Background: an optimization exercise with open tools, aiming at small area, a short achievable clock period and few clock cycles. Do not read the settings as production practice. The RTL was checked by simulation tests, not by an equivalence proof against the original design. Power figures rest on the tool's default switching activity, not on a simulated workload.

==> flow/design.v <==
module Controller (
	input  wire  rst_n,
	input  wire  CLK,
	input  wire  Mem_Wr,
	input  wire  Mem_Rd,
	input  wire  Hit,
	input  wire  Ready,
	output reg   idle,
	output reg   Fill_wr,
	output reg   Word_wr,
	output reg   EnMain_Rd,
	output reg   EnMain_Wr,
	output reg   stall
);
always @(posedge CLK, negedge rst_n) begin
	if (!rst_n) begin
		idle      <= 1'b1;
		stall     <= 1'b1;
		EnMain_Rd <= 1'b0;
		EnMain_Wr <= 1'b0;
	end
	else if (idle) begin
		if (Mem_Wr) begin
			idle      <= 1'b0;
			EnMain_Wr <= 1'b1;
		end
		else if (Mem_Rd && !Hit) begin
			idle      <= 1'b0;
			EnMain_Rd <= 1'b1;
		end
		else if (Mem_Rd) begin
			idle      <= 1'b0;
			stall     <= 1'b0;
		end
	end
	else if (EnMain_Rd || EnMain_Wr) begin
		if (Ready) begin
			stall     <= 1'b0;
			EnMain_Rd <= 1'b0;
			EnMain_Wr <= 1'b0;
		end
	end
	else begin
		idle  <= 1'b1;
		stall <= 1'b1;
	end
end
always @(posedge CLK, negedge rst_n) begin
	if (!rst_n) begin
		Fill_wr <= 1'b0;
		Word_wr <= 1'b0;
	end
	else if (idle) begin
		Fill_wr <= Mem_Rd && !Mem_Wr && !Hit;
		Word_wr <= Mem_Wr && Hit;
	end
	else if (Ready) begin
		Fill_wr <= 1'b0;
		Word_wr <= 1'b0;
	end
end
endmodule
module Cache_Memory #(
	parameter DATA_WIDTH = 32,
	parameter ADDR_WIDTH = 10,
	parameter BLOCKS_NUM = 32,
	parameter INDEX      = $clog2(BLOCKS_NUM),
	parameter OFFSET     = 2,
	parameter TAG        = ADDR_WIDTH - INDEX - OFFSET
)
(
	input  wire                   rst_n,
	input  wire                   CLK,
	input  wire [ADDR_WIDTH-1:0]  Address,
	output wire                   Hit,
	output reg  [DATA_WIDTH-1:0]  Data_out,
	input  wire [ADDR_WIDTH-1:0]  Wr_Address,
	input  wire                   Fill_wr,    
	input  wire                   Word_wr,    
	input  wire                   Fill_data,  
	input  wire [DATA_WIDTH-1:0]  Word_in,
	input  wire [DATA_WIDTH-1:0]  cache_in0,
	input  wire [DATA_WIDTH-1:0]  cache_in1,
	input  wire [DATA_WIDTH-1:0]  cache_in2,
	input  wire [DATA_WIDTH-1:0]  cache_in3
);
integer i;
wire [INDEX-1:0]  index_mapping  = Address[OFFSET+INDEX-1:OFFSET];
wire [TAG-1:0]    tag_mapping    = Address[ADDR_WIDTH-1:OFFSET+INDEX];
wire [OFFSET-1:0] offset_mapping = Address[OFFSET-1:0];
wire [INDEX-1:0]  wr_index  = Wr_Address[OFFSET+INDEX-1:OFFSET];
wire [TAG-1:0]    wr_tag    = Wr_Address[ADDR_WIDTH-1:OFFSET+INDEX];
wire [OFFSET-1:0] wr_offset = Wr_Address[OFFSET-1:0];
reg [TAG-1:0]        tag   [BLOCKS_NUM-1:0];
reg                  valid [BLOCKS_NUM-1:0];
reg [DATA_WIDTH-1:0] cache_word0 [BLOCKS_NUM-1:0];
reg [DATA_WIDTH-1:0] cache_word1 [BLOCKS_NUM-1:0];
reg [DATA_WIDTH-1:0] cache_word2 [BLOCKS_NUM-1:0];
reg [DATA_WIDTH-1:0] cache_word3 [BLOCKS_NUM-1:0];
always @(posedge CLK, negedge rst_n) begin
	if (!rst_n) begin
		for (i = 0; i < BLOCKS_NUM; i = i + 1)
			valid[i] <= 1'b0;
	end
	else if (Fill_wr) begin
		valid[wr_index] <= 1'b1;
	end
end
always @(posedge CLK) begin
	if (Fill_wr)
		tag[wr_index] <= wr_tag;
	if (Fill_wr || (Word_wr && wr_offset == 2'd0))
		cache_word0[wr_index] <= Fill_data ? cache_in0 : Word_in;
	if (Fill_wr || (Word_wr && wr_offset == 2'd1))
		cache_word1[wr_index] <= Fill_data ? cache_in1 : Word_in;
	if (Fill_wr || (Word_wr && wr_offset == 2'd2))
		cache_word2[wr_index] <= Fill_data ? cache_in2 : Word_in;
	if (Fill_wr || (Word_wr && wr_offset == 2'd3))
		cache_word3[wr_index] <= Fill_data ? cache_in3 : Word_in;
end
assign Hit = valid[index_mapping] && (tag[index_mapping] == tag_mapping);
always @(*) begin
	case (offset_mapping)
		2'd0:    Data_out = cache_word0[index_mapping];
		2'd1:    Data_out = cache_word1[index_mapping];
		2'd2:    Data_out = cache_word2[index_mapping];
		default: Data_out = cache_word3[index_mapping];
	endcase
end
endmodule
module data_memory_system #(
	parameter DATA_WIDTH = 32,
	parameter ADDR_WIDTH = 10
)
(
	input  wire  			     CLK,
	input  wire  				 rst_n,
	input  wire 				 MemRead,
	input  wire  				 MemWrite,
	input  wire [ADDR_WIDTH-1:0] WordAddress,
	input  wire [DATA_WIDTH-1:0] DataIn,
	output wire                  Stall,
	output wire [DATA_WIDTH-1:0] DataOut,
	output wire                  MainRead,
	output wire                  MainWrite,
	output wire [ADDR_WIDTH-1:0] MainAddress,
	output wire [DATA_WIDTH-1:0] MainWriteData,
	input  wire                  MainReady,
	input  wire [DATA_WIDTH-1:0] MainData0,
	input  wire [DATA_WIDTH-1:0] MainData1,
	input  wire [DATA_WIDTH-1:0] MainData2,
	input  wire [DATA_WIDTH-1:0] MainData3
);
wire                  idle, fill_wr, word_wr, hit;
wire [DATA_WIDTH-1:0] lookup_data;
reg  [ADDR_WIDTH-1:0] addr_q;
reg  [DATA_WIDTH-1:0] wdata_q;
reg  [ADDR_WIDTH-1:0] addr_c;
reg  [DATA_WIDTH-1:0] wdata_c;
reg                   rd_c;
reg  [DATA_WIDTH-1:0] dout_q;
Controller ctrl (
	.rst_n(rst_n),
	.CLK(CLK),
	.Mem_Wr(MemWrite),
	.Mem_Rd(MemRead),
	.Hit(hit),
	.Ready(MainReady),
	.idle(idle),
	.Fill_wr(fill_wr),
	.Word_wr(word_wr),
	.EnMain_Rd(MainRead),
	.EnMain_Wr(MainWrite),
	.stall(Stall)
);
Cache_Memory #(
	.DATA_WIDTH(DATA_WIDTH),
	.ADDR_WIDTH(ADDR_WIDTH)
) cache (
	.rst_n(rst_n),
	.CLK(CLK),
	.Address(WordAddress),
	.Hit(hit),
	.Data_out(lookup_data),
	.Wr_Address(addr_c),
	.Fill_wr(fill_wr),
	.Word_wr(word_wr),
	.Fill_data(rd_c),
	.Word_in(wdata_c),
	.cache_in0(MainData0),
	.cache_in1(MainData1),
	.cache_in2(MainData2),
	.cache_in3(MainData3)
);
reg [DATA_WIDTH-1:0] main_word;
always @(*) begin
	case (addr_c[1:0])
		2'd0:    main_word = MainData0;
		2'd1:    main_word = MainData1;
		2'd2:    main_word = MainData2;
		default: main_word = MainData3;
	endcase
end
always @(posedge CLK) begin
	addr_q  <= WordAddress;
	wdata_q <= DataIn;
	if (idle)
		addr_c <= WordAddress;
	wdata_c <= DataIn & {DATA_WIDTH{MemWrite}};
	rd_c    <= MemRead;
	dout_q  <= idle ? lookup_data : main_word;
end
assign DataOut       = dout_q;
assign MainAddress   = addr_q;
assign MainWriteData = wdata_q;
endmodule
==> flow/flow/run.sh <==
#!/bin/bash
# The standard ORFS layout (standard.sh, unchanged synthesis) with:
#  - timing repair aiming at a tighter setup target than the 12 ns clock needs
#  - buf_4 as the port buffer cell (buffer_ports picks a delay cell otherwise)
#  - sizing free to change a cell's footprint (so any buffer can be resized)
# Each ORFS step keeps its own log under orfs/logs; make's output goes to
# make_finish.log.
set -euo pipefail
bash standard.sh SETUP_SLACK_MARGIN=8.0 MATCH_CELL_FOOTPRINT=0 \
  "BUFFER_PORTS_ARGS=-buffer_cell sky130_fd_sc_hd__buf_4" finish > make_finish.log 2>&1
==> flow/standard.sh <==
#!/bin/bash
# synth_recipe.tcl (not shown) runs the flow's synth.tcl, then flattens the netlist and writes it again
# the make line also repeats each setting of config.mk as NAME=value (left out here)
make -C /OpenROAD-flow-scripts/flow DESIGN_CONFIG=/design/flow/config.mk WORK_HOME=/design/flow/orfs CLKGATE_MAP_FILE= SYNTH_SCRIPT=/design/flow/synth_recipe.tcl "${@:-finish}"
==> flow/config.mk <==
export PLATFORM = sky130hd
export DESIGN_NAME = data_memory_system
export DESIGN_NICKNAME = data_memory_system
export VERILOG_FILES = /design/flow/design.v
export SDC_FILE = /design/flow/constraint.sdc
export NUM_CORES = 8
export LEC_CHECK = 0
export ABC_AREA = 1
export CAP_MARGIN = 20
export CORE_MARGIN = 2
export CORE_UTILIZATION = 40
export CTS_CLUSTER_DIAMETER = 100
export CTS_CLUSTER_SIZE = 20
export SETUP_SLACK_MARGIN = 0.4
export SLEW_MARGIN = 20
==> flow/constraint.sdc <==
create_clock -name core_clock -period 12.0 [get_ports {CLK}]
set_input_delay 2.4000 -clock core_clock [delete_from_list [all_inputs] [get_ports {CLK}]]
set_output_delay 2.4000 -clock core_clock [all_outputs]
set_load 0.01 [all_outputs]
==> results.txt, run 1 <==
status complete, no violations; Setup TNS Final 0 ns; area grow syn2layout 13.83%; CP top delay family buffers and inverters; Yosys cell types 39; crit path max-delay cell type o31ai_4; clk_skew approximately 0.13 ns; mapped cell area 162600 µm²; Min-Delay Endpoint cache.valid[23]$_DFFE_PN0P_; CTS Buffer Depth 4; worst-path maximum fanout 13; asr flop ratio synth less than 1%; Buffers & Inverters on Critical Path 5; Core ar. 405500 µm²; most frequent cell after synthesis edfxtp_1; first-pass GRT wire length ~790000 µm; die area 411600 µm²; Worst Hold Slack between 0.4 and 0.5 ns; largest net degree at the start of global routing ~80; Synth Flop Type edfxtp_1; syn_area_per_cell between 15 and 20 µm²; DRT Pass-1 Iters 9; number of global-route vias before repair between 90000 and 100k; remaining global-route overflow 0; initial antenna violation count 35; maximum clock rate about 240 MHz; Reg2Reg Depth 8; Clock Root Buffer clkbuf_16; Worst EP required between 10 and 15 ns; peak supply drop around 0.00014 V; Crit. End Element register; CTS H-tree lvls 4; IO buf count 251; Critical R2R Capture cache.cache_word2[3][14]$_DFFE_PP_; DP HPWL slightly below 300000 µm; #FFs+latches synth roughly 4300; Post-synth EDFFs ~4200; Starting Density 40.10%; CTS tree done; Pleak 59.29 nW; GP Congestion about 0.87; cell taking the most area after synthesis edfxtp_1; cell breakdown of the critical path buf_6, clkinvlp_4, nand2_8, buf_4, buf_12, a21oi_1, or2_2, o31ai_4, nand3_4, nand2_4, clkinvlp_4, nand2_1, nand2_1; min Tclk post-route 4.195 ns; hold violation total from the final report 0; Via density 6.380; layout cells sized above 1 13.20%; Die Ht approximately 640 µm; Placed Cells 15950; Finished Layout Cells roughly 17000; Max stage delay on crit path approximately 0.33 ns; DR WL/cell 36.82 µm; crit path kind primary input to register; Hold Path Class register to register; syn nets around 11000; FF-to-FF setup slack 7.96 ns; I/O pins 252; hold path start cache.valid[23]$_DFFE_PN0P_; fill count approximately 35000; worst r2r src addr_c[1]$_DFFE_PP_; clk slew on worst S/H paths roughly 0.09 ns; Hold Buf Count CTS 0; TritonCTS Buffers between 200 and 250; Rel. slew slack around 17%; clock sink total between 4000 and 5000; total wire length 611500 µm; worst slew pin tran 1.251 ns; Vias around 110k; Final period util a little over a third; Ys Warns 4; RSZ-0062 raised after global routing yes; top cells by area, synth edfxtp_1, a22oi_1, nand2_1; worst skew pair latency around 1.1 ns; Final nets around 11000; pwr/cell area 159.0 nW/µm²; Die Wd between 600 and 700 µm; synthesized instance count between 10000 and 15000; Hold Path Cell Cnt 1; top cells by count, synth edfxtp_1, nand2_1, a22oi_1; Critical Path AT about 5 ns; top-area cell type share of the netlist area between 70% and 80%; register area share after synthesis 79.51%; DRC 0; max-slew violation count 0; critical path startpoint category primary input; Iter 0 DRT Violations ~18000; Max Cap Violations 0; post-route ant nets 0; final setup fails 0; Total Routing Usage GR 27.72%; Rows roughly 230
## layout by cell type, fill, tap and decap left out, types with 7 or more instances in the layout
| master | count |
|---|---|
| nor3_1 | 236 |
| nor2_4 | 120 |
| o21ai_0 | 33 |
| inv_2 | 16 |
| a21oi_1 | 727 |
| a221oi_1 | 16 |
| buf_8 | 17 |
| dfrtp_1 | 36 |
| o221ai_1 | 13 |
| nor2_1 | 148 |
| a21oi_2 | 9 |
| a31oi_1 | 273 |
| buf_16 | 49 |
| diode_2 | 30 |
| o2111ai_1 | 8 |
| clkinv_2 | 7 |
| nand2_2 | 37 |
| inv_8 | 7 |
| nor3_2 | 11 |
| or2_2 | 31 |
| nand2_1 | 1724 |
| buf_6 | 67 |
| o21ai_1 | 29 |
| a22oi_2 | 13 |
| inv_1 | 157 |
| edfxtp_1 | 4202 |
| nand3_2 | 42 |
| clkbuf_16 | 329 |
| o21ai_2 | 33 |
| buf_4 | 521 |
| dfxtp_4 | 8 |
| clkinv_16 | 7 |
| nand3_4 | 30 |
| clkbuf_1 | 134 |
| dfxtp_1 | 95 |
| nand4_1 | 13 |
| a22oi_1 | 1684 |
| nand3_1 | 133 |
| buf_12 | 38 |
| o21ai_4 | 26 |
## flip-flops by register name, summed over array words and instances (netlist names)
register	flops
addr_c	10
addr_q	10
cache.cache_word0	1024
cache.cache_word1	1024
cache.cache_word2	1024
cache.cache_word3	1024
cache.tag	96
cache.valid	32
ctrl.EnMain_Rd	1
ctrl.EnMain_Wr	1
ctrl.Fill_wr	1
ctrl.Word_wr	1
ctrl.idle	1
ctrl.stall	1
dout_q	32
rd_c	1
wdata_c	32
wdata_q	32
## metal layers
| metal | vias to the layer above | wire, µm | global-route usage, % | part of all wire [%] |
|---|---|---|---|---|
| li1 | 41880 | - | - | - |
| met1 | 54000 | 208500 | 34.86 | 34 |
| met2 | 8332 | 276700 | 44.15 | 45 |
| met3 | 1727 | 78780 | 5.620 | 13 |
| met4 | 22 | 47390 | 17.16 | 7.7 |
| met5 | - | 170 | 0 | 0.028 |
## how the worst max path moves through the flow
stage                                 from                  to  slack, ns  cells after the start
floorplan                   WordAddress[3]   dout_q[3]$_DFF_P_       7.99                     13
global placement            WordAddress[2]   dout_q[4]$_DFF_P_       4.78                     13
detailed placement          WordAddress[2]   dout_q[4]$_DFF_P_       4.77                     13
CTS                 ctrl.stall$_DFFE_PN1P_               Stall       7.87                      1
global route                WordAddress[2]  dout_q[14]$_DFF_P_       7.85                     14
finish                      WordAddress[4]  dout_q[14]$_DFF_P_       7.81                     13
## logic make-up (layout without fill, tap and decap cells)
kind of cell,count (synthesis),count (layout),share of synthesized area (%)
other,0,30,0
AND/OR/NAND/NOR,2545,2546,6.321
flip-flops,4347,4347,79.51
buffers and inverters,862,1370,2.345
AO/OA/AOI/OAI,2887,2887,11.83
## final cells by class
type	count	area [µm²]	share of cell area [%]
sequential	4347	129300	69.87
antenna	30	75.07	0.04056
clock buffer	378	6598	3.565
timing repair inverter	7	78.83	0.04259
tap	5428	6792	3.669
clock inverter	16	231.5	0.1251
inverter	189	878.3	0.4746
multi-input combinational	5433	31910	17.24
timing repair buffer	780	9204	4.973
## report_power, final
part | switching, mW | internal [mW]
Sequential | 0.215 | 17.2
Clock | 4.87 | 3.79
Combinational | 2.58 | 0.816
Total | 7.66 | 21.8
## what timing repair did
item | 4_1_cts | 5_1_grt
gates resized for setup | 404 | 124
pin swaps | 19 | 27
buffers inserted | 32 | 71
hold endpoints to repair | 0 | 0
cloned | 66 | 62
endpoints found under the setup margin | 661 | 1706
## metrics by stage
step                setup slack, ns  instance area (µm²)  util, %  power, mW
floorplan                     7.992               162600        -      18.93
finish                        7.805               185100    45.64      29.43
detailed placement            4.774               172000    42.42      20.61
global route                  7.847               185000    45.63      30.01
CTS                           7.875               182200    44.94      29.14
global placement              4.775               172000    42.41      20.54
Testbench counts, summed over its fixed seeds: cycles 138,291.
==> inputs of run 2 (changes only) <==
--- a/flow/design.v
+++ b/flow/design.v
@@ -11,10 +11,12 @@
 	output reg   EnMain_Rd,
 	output reg   EnMain_Wr,
-	output reg   stall
-);
+	output wire  stall
+);
+reg done;
+assign stall = !done;
 always @(posedge CLK, negedge rst_n) begin
 	if (!rst_n) begin
 		idle      <= 1'b1;
-		stall     <= 1'b1;
+		done      <= 1'b0;
 		EnMain_Rd <= 1'b0;
 		EnMain_Wr <= 1'b0;
@@ -31,10 +33,10 @@
 		else if (Mem_Rd) begin
 			idle      <= 1'b0;
-			stall     <= 1'b0;
+			done      <= 1'b1;
 		end
 	end
 	else if (EnMain_Rd || EnMain_Wr) begin
 		if (Ready) begin
-			stall     <= 1'b0;
+			done      <= 1'b1;
 			EnMain_Rd <= 1'b0;
 			EnMain_Wr <= 1'b0;
@@ -43,5 +45,5 @@
 	else begin
 		idle  <= 1'b1;
-		stall <= 1'b1;
+		done  <= 1'b0;
 	end
 end
@@ -205,6 +207,5 @@
 	addr_q  <= WordAddress;
 	wdata_q <= DataIn;
-	if (idle)
-		addr_c <= WordAddress;
+	addr_c  <= WordAddress & {ADDR_WIDTH{MemRead || MemWrite}};
 	wdata_c <= DataIn & {DATA_WIDTH{MemWrite}};
 	rd_c    <= MemRead;
==> flow/flow/run.sh (replaced) <==
#!/bin/bash
# The standard ORFS layout (standard.sh, unchanged synthesis), with:
#  - timing repair aiming at a tighter setup target than the 12 ns clock
#    needs: 8.0 ns of margin up to CTS, 8.3 ns at global routing (to leave
#    room for what detailed routing adds)
#  - buf_4 as the port buffer cell (buffer_ports picks a delay cell otherwise)
#  - sizing free to change a cell's footprint, so any buffer can be resized
# Each ORFS step keeps its own log under orfs/logs; make's output goes to
# make_cts.log and make_finish.log.
set -euo pipefail
export BUFFER_PORTS_ARGS="-buffer_cell sky130_fd_sc_hd__buf_4"
bash standard.sh SETUP_SLACK_MARGIN=8.0 MATCH_CELL_FOOTPRINT=0 cts > make_cts.log 2>&1
bash standard.sh SETUP_SLACK_MARGIN=8.3 MATCH_CELL_FOOTPRINT=0 finish > make_finish.log 2>&1
--- a/flow/config.mk
+++ b/flow/config.mk
@@ -10,6 +10,7 @@
 export CORE_MARGIN = 2
 export CORE_UTILIZATION = 40
-export CTS_CLUSTER_DIAMETER = 100
-export CTS_CLUSTER_SIZE = 20
+export CTS_CLUSTER_DIAMETER = 120
+export CTS_CLUSTER_SIZE = 25
 export SETUP_SLACK_MARGIN = 0.4
 export SLEW_MARGIN = 20
+export TNS_END_PERCENT = 10
==> results.txt, run 2 <==
post-route ant nets 0; worst slew pin tran roughly 1.3 ns; Ys Warns 4; cell taking the most area after synthesis edfxtp_1; Worst EP required 12.88 ns; Critical Path AT 5.02 ns; Vias 105300; Critical Path Start WordAddress[6]; clock sink total around 4300; worst-path maximum fanout 50; die area just over 400000 µm²; hold violation total from the final report 0; Core ar. slightly above 400000 µm²; initial antenna violation count 30; pwr/cell area around 150 nW/µm²; Clock Root Buffer clkbuf_16; most used cell, CP nand2_1; #FFs+latches synth approximately 4300; cell breakdown of the critical path clkbuf_8, inv_16, buf_12, buf_6, a21oi_1, nand2_1, nand3_2, nand3_4, o21ai_1, nand2_1; worst skew pair latency 1.01 ns; layout cells sized above 1 around an eighth; Worst Hold Slack about 0.47 ns; Final period util 34.52%; total wire length slightly above 600000 µm; top cells by count, synth edfxtp_1, a22oi_1, nand2_1; DP HPWL 299900 µm; maximum clock rate approximately 240 MHz; DRT Pass-1 Iters 10; commonest non-fill, non-tap cell in the layout edfxtp_1; Starting Density approximately 40%; Critical R2R Capture dout_q[8]$_DFF_P_; CTS H-tree lvls 4; status complete, no violations; CTS Buffer Depth 4; I/O pins ~250; Synth Flop Type edfxtp_1; register area share after synthesis between 70% and 80%; min Tclk post-route 4.143 ns; critical path startpoint category primary input; peak supply drop between 0.0001 and 0.00015 V; Reg2Reg Depth 8; TritonCTS Buffers ~200; clk slew on worst S/H paths approximately 0.1 ns; Rel. slew slack 12.21%; Yosys cell types 40; Die Wd 642.5 µm; Post-synth EDFFs between 4000 and 5000; Max stage delay on crit path ~0.41 ns; Total Routing Usage GR 28.38%; number of global-route vias before repair 98190; crit path kind primary input to register; first-pass GRT wire length 815400 µm; DR WL/cell approximately 37 µm; Pleak 59.20 nW; most frequent cells in the layout edfxtp_1, a22oi_1, nand2_1, a21oi_1, buf_4; crit path max-delay cell type buf_6; synthesized instance count 10540; Hold Path Class register to register; RSZ-0062 raised after global routing yes; syn_area_per_cell about 15 µm²; remaining global-route overflow 0; Crit. End Element register; Iter 0 DRT Violations 18480; area grow syn2layout 12.87%; Setup TNS Final 0 ns; IO buf count between 200 and 300; FF-to-FF setup slack roughly 8.2 ns; Max Cap Violations 0; GP Congestion approximately 0.95; Rows 234; Layout Utilization between 40% and 50%; syn nets 10720; largest net degree at the start of global routing 80; mapped cell area about 160000 µm²; worst r2r src addr_c[1]$_DFF_P_; final setup fails 0; max-slew violation count 0; Via density between 6 and 7; asr flop ratio synth less than 1%; Die Ht ~640 µm; DRC 0; top-area cell type share of the netlist area 77.20%; CTS tree done; most frequent cell after synthesis edfxtp_1; Final nets between 10000 and 15000; Setup crit end dout_q[0]$_DFF_P_; clk_skew 0.1010 ns; top cells by area, synth edfxtp_1, a22oi_1, nand2_1
==> run 2: cell types whose count changed in the layout (fill, tap and decap cells not counted), moves of 27 or more <==
| cell | change |
|---|---|
| clkbuf_1 | -36 |
| a21oi_1 | +130 |
| nor3_1 | -52 |
| buf_4 | +29 |
| or2_1 | +32 |
| nand2_1 | -307 |
| buf_6 | -27 |
| a31oi_1 | -191 |
| a22oi_1 | +194 |
| clkbuf_16 | -44 |
==> run 2: routing by layer <==
layer,GRT usage [%],wire length (µm)
met1,36.00,211400
met2,43.78,276000
met3,7.746,84430
met4,16.65,43640
met5,0.1503,252
==> run 2: final cells by class <==
| type | instances | area (µm²) |
|---|---|---|
| Timing Repair inverter | 5 | 56.30 |
| Tap cell | 5428 | 6792 |
| Multi-Input combinational cell | 5316 | 32080 |
| Timing Repair Buffer | 789 | 9321 |
| Fill cell | 34950 | 222000 |
| Inverter | 207 | 960.9 |
| Antenna cell | 16 | 40.04 |
| Sequential cell | 4347 | 129200 |
| Clock buffer | 298 | 5373 |
| Clock inverter | 14 | 212.7 |
==> run 2: stage by stage <==
step	cell area [µm²]	setup slack (ns)	power (mW)	instances
floorplan	163100	7.816	18.47	10540
global placement	172100	4.752	19.68	15860
detailed placement	172200	4.736	19.73	15870
CTS	182100	7.923	27.46	16320
global route	184000	7.963	28.23	16410
finish	184000	7.857	27.69	16420
==> run 2: kinds of logic (layout without fill, tap and decap cells) <==
logic type      after synthesis  in the layout  share of synthesized area [%]
compound gates             3059           3059                          12.50
flops                      4347           4347                          79.22
simple gates               2252           2257                          5.668
other cells                   0             16                              0
buf+inv                     884           1313                          2.615
==> run 2: critical path: cells and delay by family <==
family | cells | cell delay, ns
buffers and inverters | 4 | 1.42
AND/OR/NAND/NOR | 4 | 0.80
AO/OA/AOI/OAI | 2 | 0.18
==> run 2: power breakdown <==
part | internal [mW] | switching [mW]
Combinational | 0.712 | 2.01
Sequential | 16.9 | 0.191
Clock | 3.15 | 4.70
==> run 2: what timing repair did <==
| action | 4_1_cts | 5_1_grt |
|---|---|---|
| cloned | 88 | 35 |
| buffers inserted | 50 | 53 |
| pin swaps | 20 | 36 |
| gates resized for setup | 438 | 119 |
| hold buffers | 0 | 0 |
| setup endpoints to repair | 81 | 927 |
==> run 2: worst min path at each step <==
| stage | to | from | slack, ns | cells after the start |
|---|---|---|---|---|
| floorplan | cache.valid[0]$_DFFE_PN0P_ | cache.valid[0]$_DFFE_PN0P_ | 0.43 | 2 |
| global placement | cache.valid[0]$_DFFE_PN0P_ | cache.valid[0]$_DFFE_PN0P_ | 0.44 | 2 |
| detailed placement | cache.valid[19]$_DFFE_PN0P_ | cache.valid[19]$_DFFE_PN0P_ | 0.45 | 1 |
| CTS | cache.valid[24]$_DFFE_PN0P_ | cache.valid[24]$_DFFE_PN0P_ | 0.48 | 1 |
| global route | cache.valid[2]$_DFFE_PN0P_ | cache.valid[2]$_DFFE_PN0P_ | 0.50 | 1 |
| finish | cache.valid[24]$_DFFE_PN0P_ | cache.valid[24]$_DFFE_PN0P_ | 0.47 | 1 |
Testbench counts of run 2, summed over its fixed seeds: cycles 138,291.
==> inputs of run 3 (changes only) <==
--- a/flow/config.mk
+++ b/flow/config.mk
@@ -14,3 +14,3 @@
 export SETUP_SLACK_MARGIN = 0.4
 export SLEW_MARGIN = 20
-export TNS_END_PERCENT = 10
+export TNS_END_PERCENT = 5
==> results.txt, run 3 <==
status complete, no violations; Max stage delay on crit path approximately 0.29 ns; cell breakdown of the critical path buf_16, nand2_8, clkinv_16, buf_8, buf_16, a22oi_1, a21oi_1, nor3_1, nand2_1, nand3_2, nand3_4, o21ai_1, nand2_1; Rel. slew slack between 10 and 15%; CTS H-tree lvls 4; Flop pwr share between 60 and 70%; hold path start cache.valid[24]$_DFFE_PN0P_; area grow syn2layout 12.80%; syn nets about 11000; top cells by area, synth edfxtp_1, a22oi_1, nand2_1; layout cells sized above 1 a little over an eighth; Synth Flop Type edfxtp_1; peak supply drop approximately 0.00013 V; Starting Density between 40% and 50%; number of global-route vias before repair between 90000 and 100k; Rows approximately 230; largest net degree at the start of global routing 80; Post-synth EDFFs ~4200; synthesized instance count between 10000 and 15000; RSZ-0062 raised after global routing yes; Ys Warns 4; Max Cap Violations 0; Critical Path Start WordAddress[3]; top-area cell type share of the netlist area a little under 80%; CTS tree done; clock sink total around 4300; Vias around 110k; max-slew violation count 0; die area between 400000 and 500000 µm²; syn_area_per_cell roughly 15 µm²; most frequent cell after synthesis edfxtp_1; Die Wd ~640 µm; Hold Buf Count CTS 0; IO buf count 251; Critical R2R Capture cache.cache_word1[4][15]$_DFFE_PP_; most frequent cells in the layout edfxtp_1, a22oi_1, nand2_1, a21oi_1, buf_4; initial antenna violation count 30; Setup TNS Final 0 ns; Crit. End Element register; worst r2r src addr_c[0]$_DFF_P_; GP Congestion ~0.95; DRC 0; top cells by count, synth edfxtp_1, a22oi_1, nand2_1; Clock Root Buffer clkbuf_16; FF-to-FF setup slack 7.99 ns; pwr/cell area between 150 and 200 nW/µm²; Switch Pwr a little under 7 mW; Worst EP required approximately 13 ns; cell taking the most area after synthesis edfxtp_1; Worst Hold Slack about 0.47 ns; worst-path maximum fanout 37; Pleak a little under 60 nW; commonest non-fill, non-tap cell in the layout edfxtp_1; register area share after synthesis 79.22%; Total Routing Usage GR 28.36%; Core ar. a little over 400000 µm²; clk slew on worst S/H paths around 0.10 ns; Reg2Reg Depth 5; Critical Path AT between 4 and 5 ns; asr flop ratio synth less than 1%; hold violation total from the final report 0; total wire length slightly above 600000 µm; CTS Buffer Depth 4; Die Ht about 640 µm; DR WL/cell about 38 µm; clk_skew roughly 0.092 ns; Power, Total 27.69 mW; #FFs+latches synth 4347; Iter 0 DRT Violations between 15000 and 20000; Yosys cell types 40; crit path max-delay cell type buf_8; post-route ant nets 0; worst slew pin tran around 1.3 ns; Cell Int Power 20.79 mW; final setup fails 0; Via density between 6 and 7; switching share of power 24.91%; maximum clock rate about 250 MHz; Logic pwr share about 9.8%; Hold Path Class register to register; Final nets 11030; DP HPWL around 300000 µm; TritonCTS Buffers slightly below 200; I/O pins approximately 250; first-pass GRT wire length 815200 µm; min Tclk post-route 4.058 ns; mapped cell area about 160000 µm²; crit path kind primary input to register; remaining global-route overflow 0; clock group share of total power 28.3%; Final period util between 30% and 40%; critical path startpoint category primary input; DRT Pass-1 Iters 12; Setup crit end dout_q[0]$_DFF_P_; worst skew pair latency approximately 1.0 ns
[run 3: cell counts after synthesis]
Identical to the previous run, type by type.
[run 3: worst min path at each step]
stage                             endpoint  slack [ns]  cells after the start
2_1_floorplan   cache.valid[0]$_DFFE_PN0P_        0.43                      2
3_3_place_gp    cache.valid[0]$_DFFE_PN0P_        0.44                      2
3_5_place_dp   cache.valid[19]$_DFFE_PN0P_        0.45                      1
4_1_cts        cache.valid[24]$_DFFE_PN0P_        0.48                      1
5_1_grt         cache.valid[2]$_DFFE_PN0P_        0.50                      1
6_report       cache.valid[24]$_DFFE_PN0P_        0.47                      1
[run 3: what timing repair did]
item | in CTS | in global routing
setup buffers | 50 | 51
hold endpoints to repair | 0 | 0
gates resized for setup | 431 | 132
gates cloned | 86 | 31
pin swaps | 20 | 41
setup endpoints to repair | 81 | 928
[run 3: kinds of logic (layout without fill, tap and decap cells)]
logic type / Yosys count / after routing / share of synthesized area, %
buf+inv: 884 / 1305 / 2.615
flops: 4347 / 4347 / 79.22
other cells: 0 / 19 / 0
simple gates: 2252 / 2257 / 5.668
compound gates: 3059 / 3059 / 12.50
[run 3: critical path: cells and delay by family]
family / cells / cell delay, ns
simple gates: 6 / 1.05
buf+inv: 4 / 0.78
compound gates: 3 / 0.50
[run 3: layer usage]
metal / up-vias / GRT usage, % / wire length, µm
met5: - / 0.1503 / 215
met4: 28 / 16.43 / 44250
met3: 1699 / 7.544 / 83460
met2: 8449 / 43.84 / 276600
met1: 53750 / 36.10 / 211500
li1: 41530 / - / -
[run 3: per-stage QoR]
step	setup slack, ns	instances	util (%)	area [µm²]
after CTS	7.923	16310	44.81	182000
after global routing	7.992	16400	45.28	183900
after detailed placement	4.736	15870	42.40	172200
after floorplan	7.816	10540	-	163100
after global placement	4.752	15860	42.38	172100
final	7.942	16420	45.29	183900
[run 3: layout make-up]
cell class,instances,area [µm²]
Antenna cell,19,47.55
Clock buffer,298,5373
Clock inverter,14,212.7
Fill cell,34960,222200
Inverter,207,960.9
Multi-Input combinational cell,5316,32060
Sequential cell,4347,129200
Tap cell,5428,6792
Timing Repair Buffer,780,9193
Timing Repair inverter,6,67.56
[run 3: power groups by stage]
stage	Combinational, mW	Clock (mW)	Sequential, mW
2_1_floorplan	1.10	0	17.4
3_3_place_gp	2.22	0	17.5
3_5_place_dp	2.27	0	17.5
4_1_cts	2.51	7.82	17.1
5_1_grt	2.78	8.32	17.1
6_report	2.71	7.85	17.1

[static timing again, ports no longer ideal]
Ports are ideal in the flow. The routed layouts listed here were re-timed in OpenROAD. Step 1 assumes that a clkbuf_16 drives the clock port and a buf_2 every other input. Step 2 moves the port delays by t, midway between the first and last clock arrival at a register: inputs arrive t later, outputs are due t later. That takes back most of the time a late clock gives input paths. Three values: no drivers, after step 1, after step 2; two values: the first two.
run | t, ns | setup slack, ns | worst setup path at the end | worst slew at a driven data input, ns
run 1 | 1.097 | 7.805 / 7.636 / 6.540 | input to register | 0.30
run 2 | 1.067 | 7.857 / 7.872 / 6.865 | input to register | 0.17
run 3 | 1.059 | 7.942 / 7.861 / 6.847 | input to register | 0.17
After both steps every run listed still meets setup and hold. For run 1, which loses most, drivers alone change the setup slack by -0.169 ns; drivers and shift together by -1.265 ns.
